Background: an optimization exercise with open tools, aiming at small area, a short achievable clock period and few clock cycles per item. Do not read the settings as production practice.
In this exercise RTL edits were held to simulation tests only and were not proved equivalent to the original.
Power is estimated from default activity; no workload was simulated.

Setup of before:
## JAM
module JAM (
input CLK,
input RST,
output reg [2:0] W,
output reg [2:0] J,
input [6:0] Cost,
output reg [3:0] MatchCount,
output reg [9:0] MinCost,
output reg Valid );
For scale: ~0.027 sq mm of cells after synthesis.
export LEC_CHECK = 0
export ABC_AREA = 1
export CAP_MARGIN = 20
export CORE_MARGIN = 2
export CORE_UTILIZATION = 65
export CTS_CLUSTER_DIAMETER = 60
export CTS_CLUSTER_SIZE = 30
export SLEW_MARGIN = 20
create_clock -name core_clock -period 16.0 [get_ports {CLK}]
standard.sh (not shown) runs the stock make flow with config.mk's settings and CLKGATE_MAP_FILE= SYNTH_SCRIPT=/design/flow/synth_recipe.tcl, a recipe that flattens the netlist after the stock synthesis.
==> flow/flow/run.sh <==
#!/bin/bash
# Standard layout, with repair_timing aiming for more setup slack than the
# clock period needs (the SDC and the clock period are the design's), and
# plain buffers on the ports.
set -euo pipefail
bash standard.sh SETUP_SLACK_MARGIN=11.8 "BUFFER_PORTS_ARGS=-buffer_cell sky130_fd_sc_hd__buf_2" finish > standard_make.log 2>&1
before finished all stages; the layout is clean.
Testbench counts of before, summed over its fixed seeds: cycles 5,742, tables 18.
Modified inputs, after compared to before
- ABC_AREA no longer set, was 1
- CTS_CLUSTER_DIAMETER now 70, was 60
- CTS_CLUSTER_SIZE now 32, was 30
==> flow/flow/run.sh <==
#!/bin/bash
# Standard layout, with repair_timing aiming for more setup slack than the
# clock period needs (the SDC and the clock period are the design's), plain
# buffers on the ports, and adders left to ABC (no half/full-adder cell mapping).
set -euo pipefail
bash standard.sh SETUP_SLACK_MARGIN=11.8 "BUFFER_PORTS_ARGS=-buffer_cell sky130_fd_sc_hd__buf_2" ADDER_MAP_FILE= finish > standard_make.log 2>&1
[summary]
Going from before to after, final non-filler cell total shrank by more than 10%. after against before: post-route fraction of the period consumed by the critical path essentially unchanged, part of the power in combinational logic decreased 3.0 points, number of cells after detailed placement decreased 21%, number of failing setup endpoints in the final timing report essentially unchanged. On after: area of the mapped netlist is 5.4% lower than what before gave. The number of ports placed on the die boundary on before is in line with that on after. Any difference in total count of hold-check failures in the final report between before and after is small enough to ignore. Looking at actual transition at the worst max-transition pin, after sits 0.14 ns above before.

========
run A:
Starting RTL as in the previous note.
export LEC_CHECK = 0
export CAP_MARGIN = 20
export CORE_MARGIN = 2
export CORE_UTILIZATION = 65
export CTS_CLUSTER_DIAMETER = 60
export CTS_CLUSTER_SIZE = 30
export SLEW_MARGIN = 20
create_clock -name core_clock -period 16.0 [get_ports {CLK}]
==> flow/flow/run.sh <==
#!/bin/bash
# Standard layout, with repair_timing aiming for more setup slack than the
# clock period needs (the SDC and the clock period are the design's), plain
# buffers on the ports, and adders left to ABC (no half/full-adder cell mapping).
set -euo pipefail
bash standard.sh SETUP_SLACK_MARGIN=11.6 "BUFFER_PORTS_ARGS=-buffer_cell sky130_fd_sc_hd__buf_2" ADDER_MAP_FILE= finish > standard_make.log 2>&1
Testbench counts of run A, summed over its fixed seeds: cycles 5,742, tables 18.
Inputs modified between run A and run B:
==> flow/flow/run.sh <==
#!/bin/bash
# Standard layout, with repair_timing aiming for more setup slack than the
# clock period needs (the SDC and the clock period are the design's), and
# plain buffers on the ports.
set -euo pipefail
bash standard.sh SETUP_SLACK_MARGIN=11.8 "BUFFER_PORTS_ARGS=-buffer_cell sky130_fd_sc_hd__buf_2" finish > standard_make.log 2>&1
==> run summary <==
The count of non-CTS inverters in the layout in run B sits 243 above the value recorded for run A. Delta(slew at the pin with the worst max-slew slack, run B - run A) > 0. The run showing the greater global-route usage over all layers is run A. Looking at multiplexer share of the synthesized area, run B sits 0.94 points higher than run A does. Comparing run B and run A, the higher data arrival at the endpoint of the critical path was measured on run A. Looking at power, run B sits 13% higher than run A does. Delta (run B minus run A): synthesized area now larger; post-layout instance area saw an increase; sequential share of layout area -2.6 points. Comparing run A against run B, there is no change at all in flip-flop and latch count. Relative to run A, share of the cycle needed by the critical path after routing has decreased by 0.23 points in run B.
> inputs changed (run B -> run C)
==> flow/flow/run.sh <==
#!/bin/bash
# Standard layout, with repair_timing aiming for more setup slack than the
# clock period needs (the SDC and the clock period are the design's), plain
# buffers on the ports, and adders left to ABC (no half/full-adder cell mapping).
set -euo pipefail
bash standard.sh SETUP_SLACK_MARGIN=11.8 "BUFFER_PORTS_ARGS=-buffer_cell sky130_fd_sc_hd__buf_2" ADDER_MAP_FILE= finish > standard_make.log 2>&1
--- outcome ---
Post-synthesis instance total delta for run C relative to run B: about 1.1% lower. Run C vs run B: net count reported at finish down by more than 10%. Run C ended up with a lower filler cell count in the final layout than run B did. Multi-input combinational cell count was higher in the run labelled run C. Going from run B to run C, power of the sequential group grew by a few percent. Run B leaves less setup margin than run C. For overall power consumption, dividing the value from run C by the value from run B gives 0.894. Total non-filler cell area in the finished layout: run B and run C compared, higher one is run B.

==> separate check: timing with driven ports <==
No port has a modelled driver above. Below, the same layouts with a new extraction and two added sets of constraints.
Step 1 (the two cells are an assumption about what drives the block):
set clk [get_ports {CLK}]
set_driving_cell -lib_cell sky130_fd_sc_hd__clkbuf_16 $clk
set_driving_cell -lib_cell sky130_fd_sc_hd__buf_2 [delete_from_list [all_inputs] $clk]
Step 2 times the ports against the registers' clock, not the clock port: input delays grow and output delays shrink by t, the midpoint of the rising clock arrivals with the driver on.
a / b / c = ideal / step 1 / step 2; a / b = the first two.
run | shift t [ns] | setup slack, ns | worst setup path after step 2
before | 0.635 | 11.623 / 11.567 / 11.738 | input to register
after | 0.671 | 11.618 / 11.562 / 11.812 | register to register
run A | 0.627 | 11.631 / 11.575 / 11.741 | register to register
run B | 0.629 | 11.667 / 11.612 / 11.873 | register to register
run C | 0.627 | 11.676 / 11.620 / 11.879 | register to register
After both steps setup and hold are still met in every run listed.
